From an optimization exercise on the open Yosys and OpenROAD flow, aimed at small area; shortcuts taken in it are not production practice. RTL that was checked went through simulation tests only; none was proved equivalent to the original. The RTL of run 2 was laid out without a check of its function. Power figures rest on the tool's default switching activity, not on a simulated workload.

## flow/run.sh

```bash
#!/bin/bash
# synth_recipe.tcl (not shown) runs the flow's synth.tcl, then flattens the netlist and writes it again
# the make line also repeats each setting of config.mk as NAME=value (left out here)
make -C /OpenROAD-flow-scripts/flow DESIGN_CONFIG=/design/flow/config.mk WORK_HOME=/design/flow/orfs CLKGATE_MAP_FILE= SYNTH_SCRIPT=/design/flow/synth_recipe.tcl finish
```

## flow/config.mk

```make
export PLATFORM = sky130hd
export DESIGN_NAME = fxmul_q88
export DESIGN_NICKNAME = fxmul_q88
export VERILOG_FILES = /design/flow/design.v
export SDC_FILE = /design/flow/constraint.sdc
export NUM_CORES = 4
export LEC_CHECK = 0
export CAP_MARGIN = 20
export CORE_MARGIN = 2
export CORE_UTILIZATION = 40
export SLEW_MARGIN = 20
```

## flow/constraint.sdc

```tcl
create_clock -name core_clock -period 10.0 [get_ports {clk}]
set_input_delay 2.0000 -clock core_clock [delete_from_list [all_inputs] [get_ports {clk}]]
set_output_delay 2.0000 -clock core_clock [all_outputs]
set_load 0.01 [all_outputs]
```

## flow/design.v

```verilog
module Add_Sub
#(      
    parameter DATA_WIDTH = 16
 )
(
    input signed[DATA_WIDTH-1 : 0] A,
    input signed[DATA_WIDTH-1 : 0] B,
    output[DATA_WIDTH-1 : 0 ] result,
	output overflow,
	input cin
);
wire [DATA_WIDTH/2-1:0] c0,c1;
wire [DATA_WIDTH/2-1:0]c;
wire [DATA_WIDTH-1:0]result0;
wire [DATA_WIDTH-1:0]result1;
assign overflow = (~result[DATA_WIDTH-1]&A[DATA_WIDTH-1]&B[DATA_WIDTH-1])|(result[DATA_WIDTH-1]&(~A[DATA_WIDTH-1])&(~B[DATA_WIDTH-1]));
  genvar i;
    generate 
	 FA_Block Add1_0(A[1:0],B[1:0],1'b0,result0[1:0],c0[0]);
	 FA_Block Add1_1(A[1:0],B[1:0],1'b1,result1[1:0],c1[0]);
	 mux2X1 #(2) ms0(
				.in0(result0[1:0]),
				.in1(result1[1:0]),
				.c0(c0[0]),
				.c1(c1[0]),
				.sel(cin),
				.out(result[1:0]),
				.c(c[0]));
        for ( i = 2; i <= DATA_WIDTH-1; i = i + 2 )
        begin
						 FA_Block Add1_0(A[i+1:i],B[i+1:i],1'b0,result0[i+1:i],c0[i-i/2]);
						 FA_Block Add1_1(A[i+1:i],B[i+1:i],1'b1,result1[i+1:i],c1[i-i/2]);
						 mux2X1 #(2) ms0(
								.in0(result0[i+1:i]),
								.in1(result1[i+1:i]),
								.c0(c0[i-i/2]),
								.c1(c1[i-i/2]),
								.sel(c[i-i/2-1]),
								.out(result[i+1:i]),
								.c(c[i-i/2]));
        end 
    endgenerate  
endmodule
module FA_Block(A,B,cin,sum,cout);
input [1:0] A,B;
input cin;
output [1:0] sum;
output cout;
wire c1,c2;
full_Adder fA0(
.A(A[0]),
.B(B[0]),
.cin(cin),
.sum(sum[0]),
.cout(c1));
full_Adder fA1(
.A(A[1]),
.B(B[1]),
.cin(c1),
.sum(sum[1]),
.cout(cout));
endmodule
module mux2X1( in0,in1,c0,c1,sel,out,c);
parameter width=16; 
input [width-1:0] in0,in1;
input c0,c1;
output c;
input sel;
output [width-1:0] out;
assign out=(sel)?in1:in0;
assign c=(sel)?c1:c0;
endmodule
module full_Adder(A,B,cin,sum, cout);
input A,B,cin;
output sum, cout;
wire x,y,z;
half_Adder h1(.A(A), .B(B), .sum(x), .cout(y));
half_Adder h2(.A(x), .B(cin), .sum(sum), .cout(z));
or or_1(cout,z,y);
endmodule
module half_Adder( A,B, sum, cout );
input A,B;
output sum, cout;
xor xor_1 (sum,A,B);
and And_1 (cout,A,B);
endmodule
module shiftadd(p,a,b,clk,reset);
output signed [31:0]p;  
input signed [15:0]a,b;  
reg signed [15:0]x;  
reg signed [32:0]y;  
reg [4:0] i ;
wire [15:0] sum;
wire ov;
wire co;  
input clk,reset;
Add_Sub adder (.A(y[31:16]),.B(x),.result(sum),.overflow(ov),.cin('b0));
assign co = (y[31]&x[15]) | ((y[31]|x[15]) & ~sum[15]);
always @(posedge clk)
begin
if(reset )
begin
if(a[15] ==1 )
x=-a;
else
x=a;
if(b[15]==1)
 y[15:0]=-b;
else 
y[15:0]=b;
y[32:16]=17'b00000000000000000;  
i=5'b00000;
end
else if(i<16)
begin
case({y[1],y[0]})  
2'b00:begin
if(i < 15)
begin
y=y>>2;
i=i+2;
end
else 
begin
y=y>>1;
i=i+1;
end
end 
2'b01:begin
if(i <15)
begin
y[31:16]=sum;
y[32]=co;
y=y>>2;
i=i+2;
end
else 
begin
y[31:16]=sum;
y[32]=co;
y=y>>1;
i=i+1;
end
end
2'b10:begin
y=y>>1;
i=i+1;
end
2'b11:begin
y[31:16]=sum;
y[32]=co;
y=y>>1;
i=i+1;
end
endcase
if((a[15]^b[15] ==1) && (i ==16))
y=-y;
else 
y=y;
end
end
assign p=y;  
endmodule
module multiplier (
multiplicand,
multiplier,
o_result,
overflow_flag,
clk,
reset
);
input signed[15:0] multiplicand;
input signed [15:0] multiplier;
output signed [15:0] o_result;
input clk;
input reset;
output overflow_flag;
wire signed[31:0]result;
wire signed [31:0] bin=32'b0000000000000000000000010000000 ; 
wire signed [31:0] rounded;
shiftadd s(result,multiplicand,multiplier,clk,reset);
assign rounded = result+bin;
assign overflow_flag = ~((&rounded[31:23]) | ~(|rounded[31:23]));
assign o_result=rounded>>>8; 
endmodule
module fxmul_q88 (
input signed [15:0] multiplicand,
input signed [15:0] multiplier,
output signed [15:0] o_result,
output overflow_flag,
input clk,
input reset
);
multiplier u_mul (
.multiplicand(multiplicand),
.multiplier(multiplier),
.o_result(o_result),
.overflow_flag(overflow_flag),
.clk(clk),
.reset(reset)
);
endmodule
```

==> results of run 1 <==
-- area by class of cell --
| type | instances | area [um^2] | area share |
|---|---|---|---|
| tap | 180 | 225.2 | 0.03521 |
| timing repair buffer | 57 | 548.0 | 0.08568 |
| clock inverter | 2 | 11.26 | 0.001761 |
| multi-input combinational | 548 | 3884 | 0.6072 |
| sequential | 54 | 1401 | 0.2191 |
| inverter | 50 | 187.7 | 0.02934 |
| clock buffer | 6 | 138.9 | 0.02171 |
-- per-stage QoR --
| step | setup slack, ns | std cells | area, um^2 | utilization |
|---|---|---|---|---|
| final | 2.901 | 897 | 6396 | 0.4590 |
| after global placement | 3.086 | 889 | 6246 | 0.4482 |
| after CTS | 2.880 | 897 | 6396 | 0.4590 |
| after detailed placement | 2.870 | 889 | 6246 | 0.4482 |
| after global routing | 2.503 | 897 | 6396 | 0.4590 |
| after floorplan | 3.307 | 711 | 5720 | - |
-- tightest hold or removal path, cell delays in order (launching register included) --
cell and delay (ns):
dfxtp_1 0.34, nand2_1 0.06, nand2_1 0.04
-- how the worst min path moves through the flow --
stage,from,endpoint,cells past startpoint
after floorplan,u_mul.s.y[32],u_mul.s.y[32],2
after global placement,u_mul.s.y[32],u_mul.s.y[32],2
after detailed placement,u_mul.s.y[32],u_mul.s.y[32],2
after CTS,u_mul.s.y[32],u_mul.s.y[32],2
after global routing,u_mul.s.y[32],u_mul.s.y[32],2
final,u_mul.s.y[32],u_mul.s.y[32],2
-- metal layers --
layer	track usage	wire (um)	vias to the layer above
li1	-	-	2631
met2	0.3486	7417	118
met4	0.05327	186	0
met1	0.2670	6802	2569
met3	0.03205	573	18
met5	0	0	-
-- registers in the layout, summed over array words and instances, names as in the netlist --
name and cells:
u_mul.s.y 33, u_mul.s.x 16, u_mul.s.i 5
-- cells by family (layout without fill, tap and decap cells) --
| family | after synthesis | after routing | synth area share |
|---|---|---|---|
| compound gates | 191 | 191 | 0.2332 |
| xor+xnor | 67 | 67 | 0.1026 |
| fa+ha+maj | 29 | 29 | 0.07393 |
| buf+inv | 109 | 115 | 0.07699 |
| flops | 54 | 54 | 0.2450 |
| mux | 25 | 25 | 0.05468 |
| simple gates | 236 | 236 | 0.2137 |
-- cell usage in the layout, fill, tap and decap left out, types with 17 or more instances in the layout --
cell / synthesis / routed
a211oi_1: 18 / 18
a21oi_1: 29 / 29
ha_1: 21 / 21
nand3_1: 26 / 26
inv_1: 50 / 50
clkdlybuf4s50_1: 0 / 49
xnor2_1: 44 / 44
or3_1: 20 / 20
mux2i_1: 17 / 17
nor2_1: 40 / 40
o21ai_0: 44 / 44
nand2_1: 70 / 70
xor2_1: 23 / 23
dfxtp_1: 22 / 22
edfxtp_1: 32 / 32
-- power groups by stage --
stage               clock network (uW)  registers (uW)  logic, uW
finish                             192             391        692
global route                       204             403        776
CTS                                197             389        695
detailed placement                   0             394        691
global placement                     0             392        674
floorplan                            0             320        566
==> results.json, run 1 <==
{
  "yosys-top-cells-count": "nand2_1, inv_1, clkbuf_1, o21ai_0, xnor2_1",
  "finalNetCount": 779,
  "ff2ff_path_depth": 26,
  "setup_viol": 0,
  "initial_core_util": 0.4105,
  "die_y_um": 123.6,
  "via_per_inst": 5.949,
  "cts_made_buffers": 5,
  "num_rows": 43,
  "drt_iter0_drc": 425,
  "crit_path_max_fanout": 9,
  "synth-main-ff-cell": "edfxtp_1",
  "yosysMostFrequentCell": "nand2_1",
  "cp-end-kind": "flop",
  "tightest_slew_ns": 0.9436,
  "cts_hold_buf": 0,
  "drive_gt1_frac": 0.05439,
  "min_period_over_period": 0.7099,
  "grt_max_degree": 71,
  "p_int_uw": 710.7,
  "syn_area_per_cell_um2": 8.046,
  "worst_path_most_repeated_cell": "fa_1",
  "synth_top_cell_by_area": "edfxtp_1",
  "grt-ovfl-total": 0,
  "endpoint": "u_mul.s.y[32]",
  "place_hpwl_um": 10920,
  "core_um2": 13930,
  "area_delta_synth_final_pct": 11.81,
  "dr.pass1.iters": 6,
  "post_cts_resized": 0,
  "antenna_found_initial": 0,
  "cts_setup_buffers": 0,
  "die_area_um2": 15270,
  "routed_wirelength_um": 14980,
  "ys_seq_area_frac": 0.2450,
  "grt_pass1_vias": 4976,
  "switching_power_uw": 564.6,
  "p_total_uw": 1275,
  "p_seq_frac": 0.306,
  "clk_pin_slew_ns": 0.07,
  "power.leakage_uw": 0.002315,
  "critical_path.max_stage_delay_ns": 0.49,
  "hp-class": "reg -> reg",
  "maxCapViolCount": 0,
  "yosys-top-cells-area": "edfxtp_1, dfxtp_1, xnor2_1",
  "num_vias": 5336,
  "ant_nets": 0,
  "ys_ff_latch": 54,
  "clock_sinks": 54,
  "slew_headroom": 0.3710,
  "synthArstFlopShare": 0,
  "p_comb_frac": 0.543,
  "worst_ep_arrival_time_ns": 7.29,
  "grt_pass1_wl_um": 24760,
  "p_sw_frac": 0.4427,
  "crit_family": "adder cells",
  "reg2reg_from": "u_mul.s.y[16]",
  "powerDensity_nw_per_um2": 199.4,
  "synth_area_um2": 5720,
  "place.gp.congestion": 0.8733,
  "synth_top_area_frac": 0.1680,
  "peakVddDrop_mv": 0.08933,
  "crit_start": "u_mul.s.y[16]",
  "holdWs_ns": 0.4795,
  "remaining_drc_errors": 0,
  "root_buffer": "clkbuf_16",
  "status": "timing/DRC/antenna clean",
  "n_fill_cell": 1388,
  "r2r_setup_slack_ns": 2.90,
  "critPathRequiredTime_ns": 10.19,
  "synth-edff-count": 32,
  "pin_count": 51,
  "routedWlPerCell_um": 16.70,
  "cts_tree": "done",
  "slew_viol_final": 0,
  "max_freq_mhz": 140.9,
  "die_w_um": 123.6,
  "pwr-share-clk": 0.151,
  "reg2reg_to": "u_mul.s.y[32]",
  "clockBufferDepth": 2,
  "rsz0062_at_grt": "false",
  "clock_latency_ns": 0.31,
  "min_period_ns": 7.099,
  "synth_cells": 711,
  "finalClockSkew_ns": 0.006380,
  "crit_cells": 26,
  "diodes": 0,
  "cts-htree-levels": 2,
  "fin_setup_tns_ns": 0,
  "yosysUniqueCellTypes": 79,
  "io_buffers": 50,
  "cpMaxStageDelayCell": "dfxtp_1",
  "critPathKind": "reg -> reg",
  "synth_nets": 774,
  "track_usage": 0.2034,
  "hold_violations": 0,
  "yosys_warnings": 1,
  "crit_buf_inv": 2,
  "startpoint_type": "flop"
}
==> inputs of run 2 (changes only) <==
==> flow/design.v (replaced) <==
module fxmul_q88 (
input signed [15:0] multiplicand,
input signed [15:0] multiplier,
output signed [15:0] o_result,
output overflow_flag,
input clk,
input reset
);
reg [15:0] acc;    
reg [7:0]  lo;     
reg [4:0]  cnt;    
reg        ovf;
wire run  = ~cnt[4];
wire last = (cnt[3:0] == 4'd15);
wire bsel;
wire [3:0] m;
mux4 u_m0 (.d(multiplier[3:0]),   .s(cnt[1:0]), .y(m[0]));
mux4 u_m1 (.d(multiplier[7:4]),   .s(cnt[1:0]), .y(m[1]));
mux4 u_m2 (.d(multiplier[11:8]),  .s(cnt[1:0]), .y(m[2]));
mux4 u_m3 (.d(multiplier[15:12]), .s(cnt[1:0]), .y(m[3]));
mux4 u_m4 (.d(m),                 .s(cnt[3:2]), .y(bsel));
wire [15:0] pp = ({16{bsel}} & multiplicand) ^ {~last, {15{last}}};
wire [16:0] c;
wire [15:0] s;
assign c[0] = 1'b1;
genvar k;
generate for (k = 0; k < 16; k = k + 1) begin : g_add
  assign s[k]   = acc[k] ^ pp[k] ^ c[k];
  assign c[k+1] = (acc[k] & pp[k]) | (c[k] & (acc[k] ^ pp[k]));
end endgenerate
wire [16:0] t = {c[16], s};
wire [8:0] top = {~t[16], t[15:8]};
wire ovf_now = ~((&top) | ~(|top));
always @(posedge clk) begin
  if (reset) begin
    acc <= 16'd129;           
    cnt <= 5'd0;
  end else begin
    cnt <= cnt + {4'd0, run};
    acc[15:8] <= t[16:9];
    if (run) begin
      acc[7:0] <= t[8:1];
      lo <= {t[0], lo[7:1]};
    end
  end
  if (last) ovf <= ovf_now;
end
assign o_result = {acc[7:0], lo};
assign overflow_flag = ovf;
endmodule
module mux4 (input [3:0] d, input [1:0] s, output y);
assign y = s[1] ? (s[0] ? d[3] : d[2]) : (s[0] ? d[1] : d[0]);
endmodule
==> flow/flow/run.sh (new file) <==
#!/bin/bash
# Standard layout, with the smallest buffer on each input and output port.
set -euo pipefail
export BUFFER_PORTS_ARGS="-buffer_cell sky130_fd_sc_hd__buf_1"
bash standard.sh > standard.log 2>&1
==> flow/standard.sh (new file) <==
#!/bin/bash
# synth_recipe.tcl (not shown) runs the flow's synth.tcl, then flattens the netlist and writes it again
# the make line also repeats each setting of config.mk as NAME=value (left out here)
make -C /OpenROAD-flow-scripts/flow DESIGN_CONFIG=/design/flow/config.mk WORK_HOME=/design/flow/orfs CLKGATE_MAP_FILE= SYNTH_SCRIPT=/design/flow/synth_recipe.tcl "${@:-finish}"
--- a/flow/config.mk
+++ b/flow/config.mk
@@ -5,7 +5,12 @@
 export SDC_FILE = /design/flow/constraint.sdc
 export NUM_CORES = 4
 export LEC_CHECK = 0
+export ABC_AREA = 1
 export CAP_MARGIN = 20
 export CORE_MARGIN = 2
 export CORE_UTILIZATION = 40
+export CTS_BUF_LIST = sky130_fd_sc_hd__clkbuf_8
+export CTS_CLUSTER_DIAMETER = 300
+export CTS_CLUSTER_SIZE = 40
 export SLEW_MARGIN = 20
+export SYNTH_HIERARCHICAL = 1
removed: flow/run.sh
==> run 2 against run 1 <==
Compared with the run above: global-route usage shrank 6.0 points; register-to-register slack got worse by 0.98 ns; clock power fell by 51%; non-clock buffer count decreased by 6; critical endpoint is now ovf; largest cell class unchanged.
==> results.json, run 2 <==
{
  "status": "timing/DRC/antenna clean",
  "root_buffer": "clkbuf_8",
  "place.gp.congestion": 0.7566,
  "num_rows": 25,
  "rsz0062_at_grt": "false",
  "ys_seq_area_frac": 0.3487,
  "p_total_uw": 457.2,
  "crit_path_max_fanout": 3,
  "routedWlPerCell_um": 9.547,
  "synth_top_cell_by_area": "dfxtp_1",
  "hold_violations": 0,
  "cts_made_buffers": 5,
  "synthArstFlopShare": 0,
  "die_y_um": 74.37,
  "placedInstanceArea_um2": 2162,
  "dr.pass1.iters": 4,
  "place_hpwl_um": 2635,
  "antenna_found_initial": 0,
  "remaining_drc_errors": 0,
  "slew_viol_final": 0,
  "synth_area_um2": 1981,
  "track_usage": 0.1431,
  "critical_path.max_stage_delay_ns": 0.42,
  "num_vias": 1536,
  "hp-class": "reg -> reg",
  "power.leakage_uw": 0.001057,
  "mostFrequentLayoutCell": "inv_1",
  "setup_viol": 0,
  "min_period_ns": 9.188,
  "grt-ovfl-total": 0,
  "diodes": 0,
  "yosysUniqueCellTypes": 19,
  "cts_tree": "done",
  "cp-end-kind": "flop",
  "clockBufferDepth": 2,
  "maxCapViolCount": 0,
  "fin_setup_tns_ns": 0,
  "cts_hold_buf": 0,
  "cts_setup_buffers": 0,
  "worst_ep_arrival_time_ns": 9.23,
  "core_um2": 4755,
  "yosys-top-cells-area": "dfxtp_1, fa_1, edfxtp_1",
  "yosysMostFrequentCell": "inv_1",
  "ys_ff_latch": 30,
  "grt_pass1_vias": 1461,
  "max_freq_mhz": 108.8,
  "largest_reg_flops": 16,
  "initial_core_util": 0.4166,
  "ant_nets": 0,
  "io_buffers": 50,
  "clock_sinks": 30,
  "area_delta_synth_final_pct": 13.46,
  "peakVddDrop_mv": 0.09409,
  "critPathRequiredTime_ns": 10.04,
  "critPathKind": "in -> reg",
  "startpoint_type": "primary input",
  "syn_area_per_cell_um2": 7.954,
  "min_period_over_period": 0.9188,
  "r2r_setup_slack_ns": 1.92,
  "tightest_slew_ns": 0.7293,
  "slew_headroom": 0.5138,
  "synth_top_area_frac": 0.2123,
  "die_area_um2": 5530,
  "synth-main-ff-cell": "dfxtp_1",
  "yosys_warnings": 7,
  "finalClockSkew_ns": 0.006334,
  "grt_max_degree": 18,
  "cts-htree-levels": 2,
  "drt_iter0_drc": 65,
  "drive_gt1_frac": 0.04068,
  "finalNetCount": 346,
  "cpMaxStageDelayCell": "fa_1",
  "via_per_inst": 4.243,
  "synth-edff-count": 9,
  "layout_common_cells": "inv_1, nand2_1, buf_1, dfxtp_1, nor2_1",
  "yosys-top-cells-count": "inv_1, nand2_1, dfxtp_1, nor2_1, fa_1",
  "powerDensity_nw_per_um2": 203.5,
  "synth_nets": 301,
  "design_area_um2": 2247,
  "pin_count": 51,
  "synth_cells": 249,
  "routed_wirelength_um": 3456,
  "post_cts_resized": 0,
  "worst_path_most_repeated_cell": "fa_1",
  "grt_pass1_wl_um": 6065,
  "clk_pin_slew_ns": 0.07,
  "die_w_um": 74.37,
  "clock_latency_ns": 0.28
}
## run 2: cell types whose count changed after synthesis, sizes merged, moves of 19 or more
cell / change
a21oi: -21
clkbuf: -45
edfxtp: -23
nor2: -19
o21ai: -37
or3: -21
xnor2: -42
## run 2: layout make-up
class                   count  area (um^2)
clock inverters             3        16.27
flip-flops and latches     30        690.7
multi-input cells         144        959.7
inverters                  62        232.7
well taps                  67        83.83
clock buffers               5        68.82
repair buffers             51        195.2
fillers                   516         2507
## run 2: through the flow
step	std cells	util	hold slack [ns]	worst slack (ns)
floorplan	249	-	0.4551	0.5993
global placement	354	0.4547	0.4349	0.6379
detailed placement	354	0.4547	0.4373	0.4989
CTS	362	0.4726	0.4530	0.7891
global route	362	0.4726	0.4609	0.3403
finish	362	0.4726	0.4480	0.8124
## run 2: kinds of logic (layout without fill, tap and decap cells)
family / after synthesis / count (layout) / synth area share
AND/OR/NAND/NOR: 93 / 93 / 0.1946
adder cells (fa/ha/maj): 18 / 18 / 0.1706
AO/OA/AOI/OAI: 16 / 16 / 0.04043
XOR/XNOR: 17 / 17 / 0.07897
buffers and inverters: 75 / 121 / 0.1668
flip-flops: 30 / 30 / 0.3487
## run 2: per-module statistics from Yosys, one instance, submodules excluded
module | copies in the design | cell area (um^2) | cells inside
mux4 | 5 | 51.30 | 13
fxmul_q88 | 1 | 1724 | 184
## run 2: path summary, 6_finish.rpt
path / start / endpoint / cells after the start
worst max-delay path: multiplier[11] / ovf / 36
worst min-delay path: lo[6] / lo[5] / 0
worst max register to register: cnt[0] / ovf / 35
worst min register to register: lo[6] / lo[5] / 0
## run 2: worst max-delay path: cells and delay by family
| kind | cells | cell delay [ns] |
|---|---|---|
| and+or+nand+nor | 12 | 0.80 |
| buffers and inverters | 7 | 0.45 |
| adders and majority gates | 16 | 5.79 |
| xor gates and xnor gates | 1 | 0.16 |
## run 2: routing by layer
metal,vias to the layer above,GRT usage,part of all wire
met2,35,0.2399,0.48
met3,6,0.04201,0.054
met5,-,0,0
li1,804,-,-
met4,0,0.05357,0.015
met1,691,0.1745,0.45
## run 2: report_power, final
part | internal, uW | switching, uW | total [uW]
clock network | 47.5 | 46.7 | 94.2
logic | 75.8 | 108 | 184
registers | 160 | 19.5 | 179
total | 283 | 174 | 457
==> inputs of run 3 (changes only) <==
--- a/flow/design.v
+++ b/flow/design.v
@@ -12,13 +12,7 @@
 reg        ovf;
 wire run  = ~cnt[4];
 wire last = (cnt[3:0] == 4'd15);
-wire bsel;
-wire [3:0] m;
-mux4 u_m0 (.d(multiplier[3:0]),   .s(cnt[1:0]), .y(m[0]));
-mux4 u_m1 (.d(multiplier[7:4]),   .s(cnt[1:0]), .y(m[1]));
-mux4 u_m2 (.d(multiplier[11:8]),  .s(cnt[1:0]), .y(m[2]));
-mux4 u_m3 (.d(multiplier[15:12]), .s(cnt[1:0]), .y(m[3]));
-mux4 u_m4 (.d(m),                 .s(cnt[3:2]), .y(bsel));
+wire bsel = multiplier[cnt[3:0]];
 wire [15:0] pp = ({16{bsel}} & multiplicand) ^ {~last, {15{last}}};
 wire [16:0] c;
 wire [15:0] s;
@@ -48,6 +42,3 @@
 assign o_result = {acc[7:0], lo};
 assign overflow_flag = ovf;
 endmodule
-module mux4 (input [3:0] d, input [1:0] s, output y);
-assign y = s[1] ? (s[0] ? d[3] : d[2]) : (s[0] ? d[1] : d[0]);
-endmodule
==> flow/run.sh (new file) <==
#!/bin/bash
# synth_recipe.tcl (not shown) runs the flow's synth.tcl, then flattens the netlist and writes it again
# the make line also repeats each setting of config.mk as NAME=value (left out here)
make -C /OpenROAD-flow-scripts/flow DESIGN_CONFIG=/design/flow/config.mk WORK_HOME=/design/flow/orfs CLKGATE_MAP_FILE= SYNTH_SCRIPT=/design/flow/synth_recipe.tcl finish
==> flow/config.mk (replaced) <==
export PLATFORM = sky130hd
export DESIGN_NAME = fxmul_q88
export DESIGN_NICKNAME = fxmul_q88
export VERILOG_FILES = /design/flow/design.v
export SDC_FILE = /design/flow/constraint.sdc
export NUM_CORES = 4
export LEC_CHECK = 0
export CAP_MARGIN = 20
export CORE_MARGIN = 2
export CORE_UTILIZATION = 40
export SLEW_MARGIN = 20
removed: flow/flow/run.sh
removed: flow/standard.sh
==> run 3 against run 2 <==
Compared with the run above: largest cell class unchanged; clock skew about the same; clock-buffer cell count unchanged; first-iteration DRC count down 28%; critical path depth down 9; area after synthesis up 8.8%; cell area up 24%; fmax down 4.5%.
==> results.json, run 3 <==
{
  "yosys-top-cells-count": "a21oi_1, dfxtp_1, nor2_1, nor2b_1, inv_1",
  "reg2reg_to": "ovf",
  "synth_compound_area_frac": 0.1376,
  "cts_made_buffers": 5,
  "p_seq_frac": 0.339,
  "die_w_um": 77.42,
  "routedWlPerCell_um": 13.21,
  "pin_count": 51,
  "synthSimpleGateAreaFrac": 0.1637,
  "r2r_setup_slack_ns": 1.78,
  "synth_top_family_by_area": "simple AND/OR/NAND/NOR gates",
  "critical_path.max_stage_delay_ns": 0.48,
  "finalClockSkew_ns": 0.006150,
  "yosysUniqueCellTypes": 31,
  "clockBufferDepth": 2,
  "power.leakage_uw": 0.001042,
  "min_period_over_period": 0.9616,
  "synth_top_cell_by_area": "dfxtp_1",
  "hold-path-endpoint": "lo[4]",
  "cp-end-kind": "flop",
  "grt_pass1_wl_um": 7762,
  "status": "timing/DRC/antenna clean",
  "core_um2": 5140,
  "rsz0062_at_grt": "false",
  "track_usage": 0.1617,
  "synth-edff-count": 9,
  "yosysMostFrequentCell": "a21oi_1",
  "powerDensity_nw_per_um2": 190.1,
  "clock_latency_ns": 0.28,
  "dr.pass1.iters": 4,
  "grt_max_degree": 31,
  "setup_viol": 0,
  "hold_start": "lo[5]",
  "io_buffers": 50,
  "tightest_slew_ns": 0.6720,
  "synth_area_um2": 2156,
  "synth_xor_area_frac": 0.07719,
  "maxCapViolCount": 0,
  "num_rows": 26,
  "remaining_drc_errors": 0,
  "crit_start": "multiplier[9]",
  "peakVddDrop_mv": 0.1017,
  "syn_area_per_cell_um2": 9.414,
  "cts_tree": "done",
  "crit_path_max_fanout": 3,
  "fin_setup_tns_ns": 0,
  "die_area_um2": 5993,
  "cpMaxStageDelayCell": "mux4_2",
  "place_hpwl_um": 3400,
  "p_total_uw": 527.9,
  "synthAdderAreaFrac": 0.1567,
  "routed_wirelength_um": 4531,
  "layout_common_cells": "clkdlybuf4s50_1, a21oi_1, nor2b_1, nor2_1, dfxtp_1",
  "ys_ff_latch": 30,
  "reg2reg_from": "cnt[2]",
  "root_buffer": "clkbuf_8",
  "max_freq_mhz": 104.0,
  "synth_top_area_frac": 0.1950,
  "grt-ovfl-total": 0,
  "ys_seq_area_frac": 0.3204,
  "critPathKind": "in -> reg",
  "worst_ep_arrival_time_ns": 9.63,
  "cts-htree-levels": 2,
  "critPathRequiredTime_ns": 10.01,
  "min_path_cells": 0,
  "via_per_inst": 5.003,
  "place.gp.congestion": 0.7688,
  "ff2ff_path_depth": 26,
  "die_y_um": 77.42,
  "cts_setup_buffers": 0,
  "ant_nets": 0,
  "holdWs_ns": 0.4512,
  "antenna_found_initial": 0,
  "drive_gt1_frac": 0.1026,
  "finalNetCount": 324,
  "p_sw_frac": 0.3569,
  "p_int_uw": 339.5,
  "initial_core_util": 0.4194,
  "synth_nets": 281,
  "hp-class": "reg -> reg",
  "clock_sinks": 30,
  "synth_cells": 229,
  "slew_viol_final": 0,
  "hold_violations": 0,
  "slew_headroom": 0.5520,
  "yosys-top-cells-area": "dfxtp_1, fa_1, edfxtp_1",
  "diodes": 0,
  "min_period_ns": 9.616,
  "p_comb_frac": 0.483,
  "worst_path_most_repeated_cell": "fa_1",
  "mostFrequentLayoutCell": "clkdlybuf4s50_1",
  "synth-main-ff-cell": "dfxtp_1",
  "synthMuxAreaShare": 0.04875,
  "grt_pass1_vias": 1684,
  "area_delta_synth_final_pct": 28.84,
  "largest_reg_flops": 16,
  "num_vias": 1716,
  "pwr-share-clk": 0.178,
  "yosys_warnings": 1,
  "drt_iter0_drc": 47,
  "startpoint_type": "primary input",
  "clk_pin_slew_ns": 0.06,
  "switching_power_uw": 188.4,
  "synthArstFlopShare": 0
}
run 3: repair_timing:
| item | in CTS | in global routing |
|---|---|---|
| endpoints found under the hold margin | 0 | 0 |
| hold buffers | 0 | 0 |
| resized for setup | 0 | 6 |
| endpoints found under the setup margin | 0 | 1 |
run 3: routing by layer:
| layer | vias to the layer above | global-route usage | share of wire |
|---|---|---|---|
| met1 | 822 | 0.2119 | 0.44 |
| met2 | 41 | 0.2678 | 0.51 |
| met5 | - | 0 | 0 |
| met4 | 0 | 0.04286 | 0.0055 |
| li1 | 849 | - | - |
| met3 | 4 | 0.03953 | 0.043 |
run 3: metrics by stage:
step / instances / area (um^2) / util / setup slack (ns)
finish: 343 / 2778 / 0.5404 / 0.3842
global route: 343 / 2778 / 0.5404 / 0.04644
CTS: 343 / 2758 / 0.5365 / 0.1568
detailed placement: 335 / 2673 / 0.5200 / -0.1505
global placement: 335 / 2673 / 0.5200 / 0.0005826
floorplan: 229 / 2156 / - / 0.4788
run 3: power by group through the flow:
stage	Clock [uW]	Sequential [uW]	Combinational, uW
floorplan	0	178	182
global placement	0	182	250
detailed placement	0	182	253
CTS	97.5	180	254
global route	102	184	290
finish	94.1	179	255
run 3: worst max path at each step:
stage	to	slack [ns]
after CTS	ovf	0.16
after global placement	ovf	0.0006
after global routing	ovf	0.05
after detailed placement	ovf	-0.15
after floorplan	ovf	0.48
final	ovf	0.38
run 3: final cells by class:
cell class                      instances  area (um^2)
Fill cell                             521         2362
Multi-Input combinational cell        157         1279
Sequential cell                        30        690.7
Timing Repair Buffer                   58        560.5
Tap cell                               70        87.58
Inverter                               20        75.07
Clock buffer                            5        68.82
Clock inverter                          3        16.27
run 3: worst max-delay path: cells and delay by family:
family / cells / cell delay (ns)
simple gates: 2 / 0.44
compound gates: 3 / 0.49
mux: 1 / 0.48
buf+inv: 4 / 0.60
xor+xnor: 1 / 0.10
fa+ha+maj: 16 / 5.50
run 3: cell families (layout without fill, tap and decap cells):
group | count (synthesis) | count (layout)
simple gates | 71 | 71
buf+inv | 42 | 86
xor+xnor | 19 | 19
compound gates | 41 | 41
mux | 8 | 8
flops | 30 | 30
fa+ha+maj | 18 | 18

## re-timing with driven ports
No port has a modelled driver above. Below, the same layouts with a new extraction and two added sets of constraints.
Step 1 sets driving cells, clkbuf_16 on the clock port and buf_2 on the other inputs (assumed; they add their load-dependent delay and slew).
Step 2 times the ports against the registers' clock, not the clock port: input delays grow and output delays shrink by t, the midpoint of the rising clock arrivals with the driver on.
a / b / c = ideal / step 1 / step 2; a / b = the first two.
run | t, ns | setup slack, ns | worst data-port slew with drivers (ns)
run 1 | 0.347 | 2.901 / 2.901 / 2.901 | 0.03
run 2 | 0.303 | 0.812 / 0.816 / 0.513 | 0.03
run 3 | 0.302 | 0.384 / 0.379 / 0.077 | 0.04
After both steps every run listed still meets setup and hold. For run 3, which loses most, drivers alone change the setup slack by -0.005 ns; drivers and shift together by -0.307 ns.
